Context: an optimization exercise on an open-source flow, tuned for small area and a short achievable clock period. The choices shown serve that exercise and are no tape-out recipe.
RTL that was checked went through simulation tests only; none was proved equivalent to the original.

Design alu_top, start of the top module:
module alu_top(
    input                 clk,
    input        [31 : 0] A,
    input        [31 : 0] B,
    input        [3  : 0] aluop,
    output logic [31 : 0] alures,
    output logic          ZF,
    output logic          OF
);
Size: ~2,400 cells after synthesis.
==> flow/config.mk <==
export PLATFORM = sky130hd
export DESIGN_NAME = alu_top
export DESIGN_NICKNAME = alu_top
export VERILOG_FILES = /design/flow/design.v
export SDC_FILE = /design/flow/constraint.sdc
export NUM_CORES = 4
export LEC_CHECK = 0
export CAP_MARGIN = 20
export CORE_MARGIN = 2
export CORE_UTILIZATION = 40
export SLEW_MARGIN = 20
export SYNTH_HIERARCHICAL = 1
==> flow/constraint.sdc <==
create_clock -name core_clock -period 15.0 [get_ports {clk}]
set_input_delay 3.0000 -clock core_clock [delete_from_list [all_inputs] [get_ports {clk}]]
set_output_delay 3.0000 -clock core_clock [all_outputs]
set_load 0.01 [all_outputs]
standard.sh (not shown) runs the stock make flow with config.mk's settings and CLKGATE_MAP_FILE= SYNTH_SCRIPT=/design/flow/synth_recipe.tcl, a recipe that flattens the netlist after the stock synthesis.
==> flow/flow/run.sh <==
#!/bin/bash
# The standard layout (the standard.sh, standard synthesis unchanged), with the
# timing repair after CTS and global routing aiming for a larger setup margin.
set -euo pipefail
bash standard.sh SETUP_SLACK_MARGIN=9 finish > flow.log 2>&1
Edit:
==> flow/run.sh (new file) <==
#!/bin/bash
# synth_recipe.tcl (not shown) runs the flow's synth.tcl, then flattens the netlist and writes it again
# the make line also repeats each setting of config.mk as NAME=value (left out here)
make -C /OpenROAD-flow-scripts/flow DESIGN_CONFIG=/design/flow/config.mk WORK_HOME=/design/flow/orfs CLKGATE_MAP_FILE= SYNTH_SCRIPT=/design/flow/synth_recipe.tcl finish
removed: flow/flow/run.sh
removed: flow/standard.sh
=>
- worst setup slack degrades by 2400 ps
- design area is lower by 11%
- wire length shrinks by 9.1%
No functional check of the RTL was part of any run of this note.

* * *

== try-tundra ==
alu_top, a different RTL version from the one above (not shown whole).
Size: roughly 2300 cells after synthesis, roughly 100 flip-flops, about 100 I/O pins, about 0.021 sq mm of cells after synthesis.
clock: 15.0 ns
lec_check: 0
cap_margin: 20
core_margin: 2
core_utilization: 40
slew_margin: 20
synth_hierarchical: 1
==> flow/flow/run.sh <==
#!/bin/bash
# The standard layout (the standard.sh, standard synthesis unchanged), with the
# timing repair after CTS and global routing aiming for a larger setup margin on the
# worst path only.
set -euo pipefail
bash standard.sh SETUP_SLACK_MARGIN=9 TNS_END_PERCENT=0 finish > flow.log 2>&1
try-tundra: all stages complete, timing, DRC and antenna checks passed
[inputs] try-pepper vs try-tundra
==> flow/run.sh (new file) <==
#!/bin/bash
# synth_recipe.tcl (not shown) runs the flow's synth.tcl, then flattens the netlist and writes it again
# the make line also repeats each setting of config.mk as NAME=value (left out here)
make -C /OpenROAD-flow-scripts/flow DESIGN_CONFIG=/design/flow/config.mk WORK_HOME=/design/flow/orfs CLKGATE_MAP_FILE= SYNTH_SCRIPT=/design/flow/synth_recipe.tcl finish
removed: flow/flow/run.sh
removed: flow/standard.sh
Results
Compared with try-tundra, try-pepper ends up with less cell area. try-pepper vs. try-tundra: data arrival time at the worst-slack endpoint +1.77 ns.
#### Input delta (try-yarrow over try-pepper)
==> flow/flow/run.sh (new file) <==
#!/bin/bash
# The standard layout (the standard.sh, standard synthesis unchanged), with the
# timing repair after CTS and global routing aiming for a larger setup margin on the
# worst path only.
set -euo pipefail
bash standard.sh SETUP_SLACK_MARGIN=10 TNS_END_PERCENT=0 finish > flow.log 2>&1
==> flow/standard.sh (new file) <==
#!/bin/bash
# synth_recipe.tcl (not shown) runs the flow's synth.tcl, then flattens the netlist and writes it again
# the make line also repeats each setting of config.mk as NAME=value (left out here)
make -C /OpenROAD-flow-scripts/flow DESIGN_CONFIG=/design/flow/config.mk WORK_HOME=/design/flow/orfs CLKGATE_MAP_FILE= SYNTH_SCRIPT=/design/flow/synth_recipe.tcl "${@:-finish}"
removed: flow/run.sh
Findings:
Summary of the comparison: final routed wirelength across all metal layers is higher in try-yarrow, relative to try-pepper.
No functional check of the RTL was part of any run of this note.

* * *

JK:
Another version of the RTL of alu_top (not shown whole).
For scale: ~2200 cells after synthesis, about 100 flip-flops, about 100 I/O pins.
clock: 15.0 ns
lec_check: 0
cap_margin: 20
core_margin: 2
core_utilization: 40
slew_margin: 20
synth_hierarchical: 1
==> flow/flow/run.sh <==
#!/bin/bash
# The standard layout (the standard.sh, standard synthesis unchanged), with the
# timing repair after CTS and global routing aiming for a larger setup margin on the
# worst path only.
set -euo pipefail
bash standard.sh SETUP_SLACK_MARGIN=9 TNS_END_PERCENT=0 finish > flow.log 2>&1
JK completed end to end with timing, DRC and antenna clean.
Here is what was changed in the inputs of TR compared with JK.
==> flow/run.sh (new file) <==
#!/bin/bash
# synth_recipe.tcl (not shown) runs the flow's synth.tcl, then flattens the netlist and writes it again
# the make line also repeats each setting of config.mk as NAME=value (left out here)
make -C /OpenROAD-flow-scripts/flow DESIGN_CONFIG=/design/flow/config.mk WORK_HOME=/design/flow/orfs CLKGATE_MAP_FILE= SYNTH_SCRIPT=/design/flow/synth_recipe.tcl finish
removed: flow/flow/run.sh
removed: flow/standard.sh
[summary]
Reported for TR and JK, setup TNS turned out identical to the last digit.
Changes observed in TR relative to JK: share of the clock period used by the worst path went up 16 points; worst slew margin relative to its limit went down 11 points.
Row utilization: TR lower / JK higher
Fill cell instance count of the final layout grows by a few percent when moving from JK to TR.
Comparing TR against JK, there is no change at all in number of violations of the max-capacitance limit.
Between TR and JK, the share of flip-flops with an asynchronous set or reset does not differ in any meaningful way.
| setup slack of the critical path after layout | TR vs JK | worse |
Compared with JK, TR shows cell area after placement lower by 0.72%.

* * *

alu_top, a different RTL version from the one above (not shown whole).
For scale: roughly 100 flip-flops, about 19000 um^2 of cells after synthesis.
Design alu_top, start of the top module:
module alu_top(
    input                 clk,
    input        [31 : 0] A,
    input        [31 : 0] B,
    input        [3  : 0] aluop,
    output logic [31 : 0] alures,
    output logic          ZF,
    output logic          OF
);
export LEC_CHECK = 0
export CAP_MARGIN = 20
export CORE_MARGIN = 2
export CORE_UTILIZATION = 40
export SLEW_MARGIN = 20
export SYNTH_HIERARCHICAL = 1
create_clock -name core_clock -period 15.0 [get_ports {clk}]
==> flow/flow/run.sh <==
#!/bin/bash
# The standard layout (the standard.sh, standard synthesis unchanged), with the
# timing repair after CTS and global routing aiming for a larger setup margin on the
# worst path only, and the smallest buffer as the buffer on each port.
set -euo pipefail
bash standard.sh SETUP_SLACK_MARGIN=8 TNS_END_PERCENT=0 \
    "BUFFER_PORTS_ARGS=-buffer_cell sky130_fd_sc_hd__buf_1" finish > flow.log 2>&1
==> next run, changes <==
--- a/flow/flow/run.sh
+++ b/flow/flow/run.sh
@@ -5,3 +5,3 @@
 set -euo pipefail
-bash standard.sh SETUP_SLACK_MARGIN=8 TNS_END_PERCENT=0 \
+bash standard.sh SETUP_SLACK_MARGIN=9 TNS_END_PERCENT=0 \
     "BUFFER_PORTS_ARGS=-buffer_cell sky130_fd_sc_hd__buf_1" finish > flow.log 2>&1
After rerunning: The changed run completed with no timing, DRC or antenna violations; routed wire length rose by about 2.4%; fmax goes up by 4.4%; via count is higher by 2.0%; clock-buffer cell count stays the same; clock skew hardly moves; setup slack improves by 0.30 ns.
No functional check of the RTL was part of any run of this note.

[port drivers added, routing unchanged]
No port has a modelled driver above. Below, the same layouts with a new extraction and two added sets of constraints. Step 1: set_driving_cell puts a clkbuf_16 on clk and a buf_2 on each other input, an assumption about the parent block. Step 2, shift: input delay + t, output delay - t, t = (earliest + latest rising clock arrival at the registers) / 2. This alone moves slack from input paths to output paths. Three values: ideal ports, drivers, drivers and shift; two values: the first two.
| run | t, ns | slack for setup (ns) | worst setup path after step 2 | slew at the worst register clock pin (ns) | cell pins on the clock port's net |
|---|---|---|---|---|---|
| the first run of note 1 | 0.471 | 8.129 / 8.129 / 8.129 | register to register | 0.11 / 0.11 | 1 |
| the second run of note 1 | 0.462 | 5.736 / 5.736 / 5.736 | register to register | 0.12 / 0.12 | 1 |
| try-tundra | 0.422 | 7.934 / 7.934 / 7.934 | register to register | 0.09 / 0.09 | 1 |
| try-pepper | 0.418 | 6.155 / 6.155 / 6.155 | register to register | 0.09 / 0.09 | 1 |
| try-yarrow | 0.422 | 7.934 / 7.934 / 7.934 | register to register | 0.09 / 0.09 | 1 |
| JK | 0.436 | 7.917 / 7.917 / 7.917 | register to register | 0.09 / 0.09 | 1 |
| TR | 0.438 | 5.484 / 5.484 / 5.484 | register to register | 0.09 / 0.09 | 1 |
| the first run of note 4 | 0.444 | 7.967 / 7.967 / 7.967 | register to register | 0.08 / 0.08 | 1 |
| the second run of note 4 | 0.430 | 8.263 / 8.263 / 8.263 | register to register | 0.08 / 0.08 | 1 |
After both steps setup and hold are still met in every run listed.
